Source: an optimization exercise on an open RTL-to-GDS flow (aim: small area, a short achievable clock period and few clock cycles per item). Production flows keep margins and buffers that such runs may drop. In this exercise RTL edits were held to simulation tests only and were not proved equivalent to the original.

// multiplier
module multiplier #(MANT_BITS=23, EXP_BITS=8)(
	input wire clk,
	input wire reset_n,
	input wire input_valid,
	input logic [EXP_BITS+MANT_BITS:0] in_a,
	input logic [EXP_BITS+MANT_BITS:0] in_b,
	output logic [EXP_BITS+MANT_BITS:0] data_out,
	output logic output_valid
);
For scale: ~1,900 cells after synthesis, roughly 100 flip-flops, about 100 I/O pins.
==> flow/config.mk <==
export PLATFORM = sky130hd
export DESIGN_NAME = multiplier
export DESIGN_NICKNAME = multiplier
export VERILOG_FILES = /design/flow/design.v
export SDC_FILE = /design/flow/constraint.sdc
export NUM_CORES = 4
export LEC_CHECK = 0
export CAP_MARGIN = 20
export CORE_MARGIN = 2
export CORE_UTILIZATION = 50
export SETUP_SLACK_MARGIN = 2.5
export SLEW_MARGIN = 20
export SYNTH_HIERARCHICAL = 1
==> flow/constraint.sdc <==
create_clock -name core_clock -period 8.0 [get_ports {clk}]
set_input_delay 1.6000 -clock core_clock [delete_from_list [all_inputs] [get_ports {clk}]]
set_output_delay 1.6000 -clock core_clock [all_outputs]
set_load 0.01 [all_outputs]
standard.sh (not shown) runs the stock make flow with config.mk's settings and CLKGATE_MAP_FILE= SYNTH_SCRIPT=/design/flow/synth_recipe.tcl, a recipe that flattens the netlist after the stock synthesis.
==> flow/flow/run.sh <==
#!/bin/bash
set -euo pipefail
export BUFFER_PORTS_ARGS="-buffer_cell sky130_fd_sc_hd__buf_4"
bash standard.sh > standard.log 2>&1
Testbench counts at the start, summed over its fixed seeds: cycles 3,200, items 3,200.
==> next run, changes <==
- CORE_UTILIZATION: 50 -> 45
- SETUP_SLACK_MARGIN: 2.5 -> 3.0
=> Maximum frequency grows by 3.5%; core utilization grows by 0.63 points; synthesized area is unchanged; via count grows by 8.7%; setup slack improved by 0.18 ns; global-route usage grows by 1.0 points; final area grows by 12%; synthesized cell count stays the same; hold slack got worse by 0.055 ns; wire length grows by 16%.


Another version of the RTL of multiplier (not shown whole).
Size: roughly 1800 cells after synthesis, ~110 flip-flops, ~100 I/O pins, ~19000 um^2 of cells after synthesis.
Settings: LEC_CHECK=0, CAP_MARGIN=20, CORE_MARGIN=2, CORE_UTILIZATION=55, SETUP_SLACK_MARGIN=2.3, SLEW_MARGIN=20, SYNTH_HIERARCHICAL=1; clock period 8.0 ns.
Scripts as last shown in full above: flow/flow/run.sh
The first run went through all stages and came out clean.
Testbench counts at the start, summed over its fixed seeds: cycles 3,200, items 3,200.
==> next run, changes <==
Settings changed: CORE_UTILIZATION 55 to 60, SETUP_SLACK_MARGIN 2.3 to 2.5.
After rerunning: The changed run finished clean; non-clock buffer count went up by 26; setup slack gets better by 0.14 ns; die area went down by 8.2%; count of clock-buffer cells in the layout went down by 1; via count went up by 3.0%; routed wire length went down by 0.49%.


== red ==
RTL: one of the versions met above, not the one the previous note started from.
For scale: about 1900 cells after synthesis, about 100 flip-flops, about 100 I/O pins, ~19000 sq um of cells after synthesis.
## multiplier
module multiplier #(MANT_BITS=23, EXP_BITS=8)(
	input wire clk,
	input wire reset_n,
	input wire input_valid,
	input logic [EXP_BITS+MANT_BITS:0] in_a,
	input logic [EXP_BITS+MANT_BITS:0] in_b,
	output logic [EXP_BITS+MANT_BITS:0] data_out,
	output logic output_valid
);
==> flow/config.mk <==
export PLATFORM = sky130hd
export DESIGN_NAME = multiplier
export DESIGN_NICKNAME = multiplier
export VERILOG_FILES = /design/flow/design.v
export SDC_FILE = /design/flow/constraint.sdc
export NUM_CORES = 4
export LEC_CHECK = 0
export CAP_MARGIN = 20
export CORE_MARGIN = 2
export CORE_UTILIZATION = 65
export SETUP_SLACK_MARGIN = 3.0
export SLEW_MARGIN = 20
export SYNTH_HIERARCHICAL = 1
export TNS_END_PERCENT = 10
==> flow/constraint.sdc <==
create_clock -name core_clock -period 8.0 [get_ports {clk}]
set_input_delay 1.6000 -clock core_clock [delete_from_list [all_inputs] [get_ports {clk}]]
set_output_delay 1.6000 -clock core_clock [all_outputs]
set_load 0.01 [all_outputs]
Scripts as last shown in full above: flow/flow/run.sh
Testbench counts of red, summed over its fixed seeds: cycles 3,200, items 3,200.
Here is what was changed in the inputs of blue compared with red.
diff --git a/flow/config.mk b/flow/config.mk
--- a/flow/config.mk
+++ b/flow/config.mk
@@ -11 +11 @@
-export SETUP_SLACK_MARGIN = 3.0
+export SETUP_SLACK_MARGIN = 2.5
@@ -14 +13,0 @@
-export TNS_END_PERCENT = 10
--- outcome ---
blue has hold slack above what red had.
Re total placed instance area: no difference whatsoever between blue and red.
Post-route standard cell area excluding fillers improves in blue relative to red.
Delta (blue minus red): slew at the pin with the worst max-slew slack moved up, met3 track demand over resource in global routing decreased by 1.2 points relative to the old numbers, final RePlAce weighted congestion rose by about 2.4%.
blue: net count reported at finish about 3% below red

[separate check: timing with driven ports]
Ports are ideal in the flow. The routed layouts listed here were re-timed in OpenROAD. Step 1 assumes that a clkbuf_16 drives the clock port and a buf_2 every other input. Step 2, shift: input delay + t, output delay - t, t = (earliest + latest rising clock arrival at the registers) / 2. This alone moves slack from input paths to output paths. Three values: ideal ports, drivers, drivers and shift; two values: the first two.
run	shift t [ns]	setup WS [ns]	latest minus earliest clock arrival (ns)	worst register clock-pin slew, ns	cell pins on the clock port's net
the first run of note 1	0.437	2.508 / 2.537 / 2.100	0.025 / 0.026	0.09 / 0.09	1
the second run of note 1	0.453	2.692 / 2.704 / 2.251	0.015 / 0.015	0.09 / 0.09	1
the first run of note 2	0.424	2.409 / 2.431 / 2.007	0.028 / 0.029	0.10 / 0.10	1
the second run of note 2	0.421	2.553 / 2.574 / 2.153	0.018 / 0.017	0.09 / 0.09	1
red	0.440	2.414 / 2.438 / 1.998	0.019 / 0.019	0.09 / 0.09	1
blue	0.445	2.491 / 2.519 / 2.075	0.025 / 0.025	0.09 / 0.09	1
After both steps setup and hold are still met in every run listed. The setup slack of the second run of note 1, which loses most, moves by +0.012 ns with the drivers and by -0.441 ns with both steps.
